Background: an optimization exercise with open tools, aiming at small area, a short achievable clock period and few clock cycles per item. Do not read the settings as production practice. At most, simulation tests tie the RTL to the original design; equivalence was not proved.

// el2_exu_div_ctl
module el2_exu_div_ctl
  (
   input logic           clk,                        
   input logic           rst_l,                      
   input logic           dp_valid,                   
   input logic           dp_unsign,                  
   input logic           dp_rem,                     
   input logic  [31:0]   dividend,                   
   input logic  [31:0]   divisor,                    
   input logic           cancel,                     
   output logic          finish_dly,                 
   output logic [31:0]   out                         
  );
   logic        sv_ff;                  
   logic        it_ff;                  
   logic        fin_ff;                 
   logic [3:0]  cnt_ff;                 
   logic        busy, last;
   logic [31:0] r_ff;                   
   logic [31:0] q_ff;                   
   logic [32:0] b_ff;                   
   logic        rem_ff, neg_ff;         
   assign busy = sv_ff | it_ff;
   assign last = it_ff & (cnt_ff == 4'd0);
   wire  sa = ~dp_unsign & dividend[31];
   wire  sb = ~dp_unsign & divisor[31];
   wire  bz = (divisor == 32'b0);
   wire [31:0] abs_a, abs_b;
   div_cneg_in u_nega (.s(sa), .x(dividend), .y(abs_a));
   div_cneg_in u_negb (.s(sb), .x(divisor),  .y(abs_b));
   wire        q1, d1_co, q2, d2_co;
   wire [31:0] r1, d2;
   div_step34 u_s1 (.en(it_ff), .x({2'b0, r_ff}), .b({1'b0, b_ff}), .q(q1), .co(d1_co), .y(r1));
  ...
Size in the first run: ~100 I/O pins, about 12,000 sq um of cells after synthesis.
==> module el2_exu_div_ctl, before the edit <==
module el2_exu_div_ctl
  (
   input logic           clk,                        
   input logic           rst_l,                      
   input logic           dp_valid,                   
   input logic           dp_unsign,                  
   input logic           dp_rem,                     
   input logic  [31:0]   dividend,                   
   input logic  [31:0]   divisor,                    
   input logic           cancel,                     
   output logic          finish_dly,                 
   output logic [31:0]   out                         
  );
   logic        sv_ff;                  
   logic        it_ff;                  
   logic        fin_ff;                 
   logic [3:0]  cnt_ff;                 
   logic        busy, last;
   logic [31:0] r_ff;                   
   logic [31:0] q_ff;                   
   logic [32:0] b_ff;                   
   logic        rem_ff, neg_ff;         
   assign busy = sv_ff | it_ff;
   assign last = it_ff & (cnt_ff == 4'd0);
   wire  sa = ~dp_unsign & dividend[31];
   wire  sb = ~dp_unsign & divisor[31];
   wire  bz = (divisor == 32'b0);
   wire [31:0] abs_a, abs_b;
   div_cneg_in u_nega (.s(sa), .x(dividend), .y(abs_a));
   div_cneg_in u_negb (.s(sb), .x(divisor),  .y(abs_b));
   wire        q1, d1_co, q2, d2_co;
   wire [31:0] r1, d2;
   div_step34 u_s1 (.en(it_ff), .x({2'b0, r_ff}), .b({1'b0, b_ff}), .q(q1), .co(d1_co), .y(r1));
   div_step33 u_s2 (.en(it_ff), .x({1'b0, r1}), .b({1'b0, b_ff[32:1]}), .q(q2), .co(d2_co), .y(d2));
   wire [31:0] r2_n = busy ? r1 : abs_a;
   wire [31:0] r_next = q2 ? d2 : r2_n;
   wire early = ~d1_co;
   wire [5:0] clza, clzb;
   div_clz32 u_clza (.x(r_ff), .n(clza));
   div_clz32 u_clzb (.x(b_ff[31:0]), .n(clzb));
   wire [5:0]  sdiff = clzb - clza;                     
   wire        bzero = clzb[5];
   wire [3:0]  m     = (bzero | ~sv_ff) ? 4'hf : sdiff[4:1];
   wire [32:0] b_rot;
   div_rot33 u_rot (.b(b_ff), .m(m), .y(b_rot));
   always_ff @(posedge clk or negedge rst_l) begin
      if (!rst_l) begin
         sv_ff  <= 1'b0;
         it_ff  <= 1'b0;
         fin_ff <= 1'b0;
      end
      else begin
         sv_ff  <= dp_valid & ~cancel;
         it_ff  <= ~cancel & ((sv_ff & ~early) | (it_ff & (cnt_ff != 4'd0)));
         fin_ff <= ~cancel & last;
      end
   end
   always_ff @(posedge clk) begin
      cnt_ff <= sv_ff ? m : cnt_ff - 4'd1;
      r_ff   <= r_next;
      q_ff   <= it_ff ? ((last & rem_ff) ? r_next : {q_ff[29:0], q1, q2}) :
                sv_ff ? 32'b0 : (abs_a & {32{dp_rem}});
      b_ff   <= busy ? b_rot : {1'b0, abs_b};
      if (!busy) begin
         rem_ff <= dp_rem;
         neg_ff <= dp_rem ? sa : (sa ^ sb) & ~bz;
      end
   end
   wire [31:0] ans;
   div_cneg_out u_nego (.s(neg_ff), .x(q_ff), .y(ans));
   assign out        = ans;
   assign finish_dly = ~cancel & (fin_ff | (sv_ff & early));
endmodule  
export LEC_CHECK = 0
export CAP_MARGIN = 40
export CORE_MARGIN = 2
export CORE_UTILIZATION = 40
export SETUP_SLACK_MARGIN = 5
export SLEW_MARGIN = 40
export SYNTH_HIERARCHICAL = 1
export SYNTH_MINIMUM_KEEP_SIZE = 0
create_clock -name core_clock -period 12.0 [get_ports {clk}]
standard.sh (not shown) runs the stock make flow with config.mk's settings and CLKGATE_MAP_FILE= SYNTH_SCRIPT=/design/flow/synth_recipe.tcl, a recipe that flattens the netlist after the stock synthesis.
==> flow/flow/run.sh <==
#!/bin/bash
# The standard layout (standard.sh), with these changes in how the layout is made:
#  - every input and output port still gets its own buffer, but a plain buf_1
#    (OpenROAD's buffer_ports -buffer_cell) instead of the default delay buffer;
#    the resizer upsizes it where timing needs;
#  - any further ORFS variables listed in flow/extra_vars (one NAME=value per line).
# make's output goes to flow.log; ORFS keeps each step's own log under orfs/logs.
set -euo pipefail
MARGIN=${MARGIN:-6.9}
PORTBUF=${PORTBUF:-sky130_fd_sc_hd__buf_1}
EXTRA="'BUFFER_PORTS_ARGS=-buffer_cell ${PORTBUF}'"
if [[ -f flow/extra_vars ]]; then
  while read -r line; do
    [[ -z "$line" || "$line" == \#* ]] && continue
    EXTRA="$EXTRA '$line'"
  done < flow/extra_vars
fi
sed -E -e "s/SETUP_SLACK_MARGIN=[^ ]+/SETUP_SLACK_MARGIN=${MARGIN}/" \
       -e "s|CLKGATE_MAP_FILE= |CLKGATE_MAP_FILE= ${EXTRA} |" \
       standard.sh > standard_mod.sh
grep -q "BUFFER_PORTS_ARGS" standard_mod.sh
bash standard_mod.sh > flow.log 2>&1
==> flow/flow/extra_vars <==
SKIP_INCREMENTAL_REPAIR=1
Testbench counts at the start, summed over its fixed seeds: cycles 18,134, items 3,200.
Edit:
--- a/flow/design.v
+++ b/flow/design.v
@@ -15,13 +15,12 @@
    logic        it_ff;                  
    logic        fin_ff;                 
    logic [3:0]  cnt_ff;                 
-   logic        busy, last;
    logic [31:0] r_ff;                   
    logic [31:0] q_ff;                   
    logic [32:0] b_ff;                   
    logic        rem_ff, neg_ff;         
-   assign busy = sv_ff | it_ff;
-   assign last = it_ff & (cnt_ff == 4'd0);
+   wire  busy = sv_ff | it_ff;
+   wire  last = it_ff & (cnt_ff == 4'd0);
    wire  sa = ~dp_unsign & dividend[31];
    wire  sb = ~dp_unsign & divisor[31];
    wire  bz = (divisor == 32'b0);
@@ -32,17 +31,25 @@
    wire [31:0] r1, d2;
    div_step34 u_s1 (.en(it_ff), .x({2'b0, r_ff}), .b({1'b0, b_ff}), .q(q1), .co(d1_co), .y(r1));
    div_step33 u_s2 (.en(it_ff), .x({1'b0, r1}), .b({1'b0, b_ff[32:1]}), .q(q2), .co(d2_co), .y(d2));
-   wire [31:0] r2_n = busy ? r1 : abs_a;
-   wire [31:0] r_next = q2 ? d2 : r2_n;
-   wire early = ~d1_co;
-   wire [5:0] clza, clzb;
+   wire        early = ~d1_co;
+   wire [5:0]  clza, clzb;
    div_clz32 u_clza (.x(r_ff), .n(clza));
    div_clz32 u_clzb (.x(b_ff[31:0]), .n(clzb));
    wire [5:0]  sdiff = clzb - clza;                     
    wire        bzero = clzb[5];
    wire [3:0]  m     = (bzero | ~sv_ff) ? 4'hf : sdiff[4:1];
+   wire        keep1 = 1'b1;
+   wire        go    = it_ff;
+   wire        lastq = last;
+   wire        qb1   = q1;
+   wire        qb2   = q2;
    wire [32:0] b_rot;
    div_rot33 u_rot (.b(b_ff), .m(m), .y(b_rot));
+   wire [31:0] r_next, q_next;
+   wire [32:0] b_next;
+   assign r_next = q2 ? d2 : (busy ? r1 : abs_a);
+   assign q_next = {32{it_ff}} & {q_ff[29:0], q1, q2};
+   assign b_next = busy ? b_rot : {1'b0, abs_b};
    always_ff @(posedge clk or negedge rst_l) begin
       if (!rst_l) begin
          sv_ff  <= 1'b0;
@@ -58,16 +65,15 @@
    always_ff @(posedge clk) begin
       cnt_ff <= sv_ff ? m : cnt_ff - 4'd1;
       r_ff   <= r_next;
-      q_ff   <= it_ff ? ((last & rem_ff) ? r_next : {q_ff[29:0], q1, q2}) :
-                sv_ff ? 32'b0 : (abs_a & {32{dp_rem}});
-      b_ff   <= busy ? b_rot : {1'b0, abs_b};
+      q_ff   <= q_next;
+      b_ff   <= b_next;
       if (!busy) begin
          rem_ff <= dp_rem;
          neg_ff <= dp_rem ? sa : (sa ^ sb) & ~bz;
       end
    end
    wire [31:0] ans;
-   div_cneg_out u_nego (.s(neg_ff), .x(q_ff), .y(ans));
+   div_cneg_out u_nego (.s(neg_ff), .x(rem_ff ? r_ff : q_ff), .y(ans));
    assign out        = ans;
    assign finish_dly = ~cancel & (fin_ff | (sv_ff & early));
 endmodule  
After rerunning: Via count went down by a few percent; count of clock-buffer cells in the layout goes down by 1; design area is about the same; core utilization climbs by 0.82 points; critical path depth drops by 2; worst setup slack loses 0.25 ns; hold slack is worse by 0.033 ns; global-route usage fell by 0.18 points.
For the second run of this note, only the layout was checked, not whether the RTL still works.

========
el2_exu_div_ctl, a different RTL version from the one above (not shown whole).
Size in the first run: ~100 I/O pins, roughly 0.012 mm2 of cells after synthesis.
==> module el2_exu_div_ctl, before the edit <==
module el2_exu_div_ctl
  (
   input logic           clk,                        
   input logic           rst_l,                      
   input logic           dp_valid,                   
   input logic           dp_unsign,                  
   input logic           dp_rem,                     
   input logic  [31:0]   dividend,                   
   input logic  [31:0]   divisor,                    
   input logic           cancel,                     
   output logic          finish_dly,                 
   output logic [31:0]   out                         
  );
   function automatic logic [5:0] clz32 (input logic [31:0] x);
      clz32 = 6'd32;
      for (int i = 0; i < 32; i++)
         if (x[i]) clz32 = 31 - i;
   endfunction
   logic        sv_ff;                  
   logic        it_ff;                  
   logic        fin_ff;                 
   logic [3:0]  cnt_ff;                 
   logic        busy;
   logic [31:0] r_ff;                   
   logic [31:0] q_ff;                   
   logic [32:0] b_ff;                   
   logic        rem_ff, negq_ff, negr_ff;
   logic        sa, sb;
   logic [31:0] abs_a, abs_b;
   assign busy  = sv_ff | it_ff;
   assign sa    = ~dp_unsign & dividend[31];
   assign sb    = ~dp_unsign & divisor[31];
   assign abs_a = sa ? -dividend : dividend;
   assign abs_b = sb ? -divisor  : divisor;
   logic [5:0]  clza, clzb;
   logic [6:0]  sdiff;
   logic        bzero, early;
   logic [4:0]  tsh;
   logic [32:0] b_al;
   assign clza  = clz32(r_ff);
   assign clzb  = clz32(b_ff[31:0]);
   assign bzero = clzb[5];
   assign sdiff = {1'b0,clzb} - {1'b0,clza};
   assign early = sdiff[6];                               
   assign tsh   = bzero ? 5'd31 : {sdiff[4:1],1'b1};
   assign b_al  = {1'b0,b_ff[31:0]} << tsh;
   logic [33:0] d1;
   logic [32:0] d2;
   logic        q1, q2;
   logic [31:0] r1, r2;
   assign d1 = {2'b0,r_ff} - {1'b0,b_ff};
   assign q1 = it_ff & ~d1[33];
   assign r1 = q1 ? d1[31:0] : r_ff;
   assign d2 = {1'b0,r1} - {1'b0,b_ff[32:1]};
   assign q2 = it_ff & ~d2[32];
   assign r2 = q2 ? d2[31:0] : r1;
   always_ff @(posedge clk or negedge rst_l) begin
      if (!rst_l) begin
         sv_ff  <= 1'b0;
         it_ff  <= 1'b0;
         fin_ff <= 1'b0;
      end
      else begin
         sv_ff  <= dp_valid & ~cancel;
         it_ff  <= ~cancel & ((sv_ff & ~early) | (it_ff & (cnt_ff != 4'd0)));
         fin_ff <= ~cancel & it_ff & (cnt_ff == 4'd0);
      end
   end
   always_ff @(posedge clk) begin
      cnt_ff <= sv_ff ? tsh[4:1] : cnt_ff - 4'd1;
      q_ff   <= it_ff ? {q_ff[29:0], q1, q2} : 32'b0;
      r_ff   <= busy ? r2 : abs_a;
      b_ff   <= sv_ff ? b_al : it_ff ? {2'b0, b_ff[32:2]} : {1'b0, abs_b};
      if (!busy) begin
         rem_ff  <= dp_rem;
         negr_ff <= sa;
         negq_ff <= sa ^ sb;
      end
      else if (sv_ff & bzero)
         negq_ff <= 1'b0;
   end
   logic [31:0] res;
   logic        negres;
   assign res        = rem_ff ? r_ff : q_ff;
   assign negres     = rem_ff ? negr_ff : negq_ff;
   assign out        = negres ? -res : res;
   assign finish_dly = ~cancel & (fin_ff | (sv_ff & early));
endmodule  
clock: 12.0 ns
lec_check: 0
cap_margin: 40
core_margin: 2
core_utilization: 40
setup_slack_margin: 5
slew_margin: 40
run.sh (not shown) runs the stock make flow with config.mk's settings and CLKGATE_MAP_FILE= SYNTH_SCRIPT=/design/flow/synth_recipe.tcl, a recipe that flattens the netlist after the stock synthesis.
Stock flow here: none of the scripts above is used.
Change:
==> flow/design.v (replaced) <==
module el2_exu_div_ctl
  (
   input logic           clk,                        
   input logic           rst_l,                      
   input logic           dp_valid,                   
   input logic           dp_unsign,                  
   input logic           dp_rem,                     
   input logic  [31:0]   dividend,                   
   input logic  [31:0]   divisor,                    
   input logic           cancel,                     
   output logic          finish_dly,                 
   output logic [31:0]   out                         
  );
   function automatic logic [5:0] clz32 (input logic [31:0] x);
      clz32 = 6'd32;
      for (int i = 0; i < 32; i++)
         if (x[i]) clz32 = 31 - i;
   endfunction
   logic        sv_ff;                  
   logic        it_ff;                  
   logic        fin_ff;                 
   logic [3:0]  cnt_ff;                 
   logic        busy;
   logic [31:0] r_ff;                   
   logic [31:0] q_ff;                   
   logic [32:0] b_ff;                   
   logic        rem_ff, neg_ff;         
   assign busy  = sv_ff | it_ff;
   logic        sa, sb, bz;
   logic [31:0] res;
   assign sa      = ~dp_unsign & dividend[31];
   assign sb      = ~dp_unsign & divisor[31];
   assign bz      = (divisor == 32'b0);
   logic [33:0] d1;
   logic [32:0] d2;
   logic        q1, q2;
   logic [31:0] r1, r2;
   assign d1 = {2'b0,r_ff} - {1'b0,b_ff};
   assign q1 = it_ff & ~d1[33];
   assign r1 = q1 ? d1[31:0] : r_ff;
   assign d2 = {1'b0,r1} - {1'b0,b_ff[32:1]};
   assign q2 = it_ff & ~d2[32];
   assign r2 = q2 ? d2[31:0] : r1;
   logic        early;
   logic [5:0]  clza, clzb;
   logic [5:0]  sdiff;
   logic        bzero;
   logic [3:0]  m;
   logic [4:0]  rot;
   logic [32:0] b_r1, b_rot;
   assign early = d1[33];
   assign clza  = clz32(r_ff);
   assign clzb  = clz32(b_ff[31:0]);
   assign bzero = clzb[5];
   assign sdiff = clzb - clza;                            
   assign m     = (bzero | ~sv_ff) ? 4'hf : sdiff[4:1];
   assign b_r1  = {b_ff[31:0], b_ff[32]};
   assign b_rot = ({b_r1, b_r1} << {m, 1'b0}) >> 33;
   always_ff @(posedge clk or negedge rst_l) begin
      if (!rst_l) begin
         sv_ff  <= 1'b0;
         it_ff  <= 1'b0;
         fin_ff <= 1'b0;
      end
      else begin
         sv_ff  <= dp_valid & ~cancel;
         it_ff  <= ~cancel & ((sv_ff & ~early) | (it_ff & (cnt_ff != 4'd0)));
         fin_ff <= ~cancel & it_ff & (cnt_ff == 4'd0);
      end
   end
   always_ff @(posedge clk) begin
      cnt_ff <= sv_ff ? m : cnt_ff - 4'd1;
      q_ff   <= it_ff ? {q_ff[29:0], q1, q2} : 32'b0;
      r_ff   <= busy ? r2 : (sa ? -dividend : dividend);
      b_ff   <= busy ? b_rot : {1'b0, sb ? -divisor : divisor};
      if (!busy) begin
         rem_ff <= dp_rem;
         neg_ff <= dp_rem ? sa : (sa ^ sb) & ~bz;
      end
   end
   assign res        = rem_ff ? r_ff : q_ff;
   assign out        = neg_ff ? -res : res;
   assign finish_dly = ~cancel & (fin_ff | (sv_ff & early));
endmodule  
Effect: The changed run completed without violations; wire length rises by about 8%; register-to-register slack gains 0.07 ns; count of clock-buffer cells in the layout rises by 1; core utilization falls by 1.1 points; worst hold slack barely changes.
No functional check of the RTL was part of any run of this note.

[afterwards: timing with drivers on the ports]
The flow's constraints put no driver on any port. The routed layouts listed below were extracted and timed again, unchanged, in two steps.
Step 1 assumes that a clkbuf_16 drives the clock port and a buf_2 every other input.
Step 2 times the ports against the registers' clock, not the clock port: input delays grow and output delays shrink by t, the midpoint of the rising clock arrivals with the driver on.
Slacks: ideal ports / drivers / drivers and shift; pairs: ideal ports / drivers.
| run | t, ns | setup slack, ns | worst setup path at the end | worst data-port slew with drivers (ns) |
|---|---|---|---|---|
| the first run of note 1 | 0.413 | 6.839 / 6.793 / 6.851 | input to output | 0.05 |
| the second run of note 1 | 0.420 | 6.592 / 6.540 / 6.803 | input to output | 0.04 |
| the first run of note 2 | 0.422 | 5.313 / 5.280 / 5.313 | register to register | 0.05 |
| the second run of note 2 | 0.411 | 5.228 / 5.179 / 5.376 | register to register | 0.04 |
After both steps every run listed still meets setup and hold.
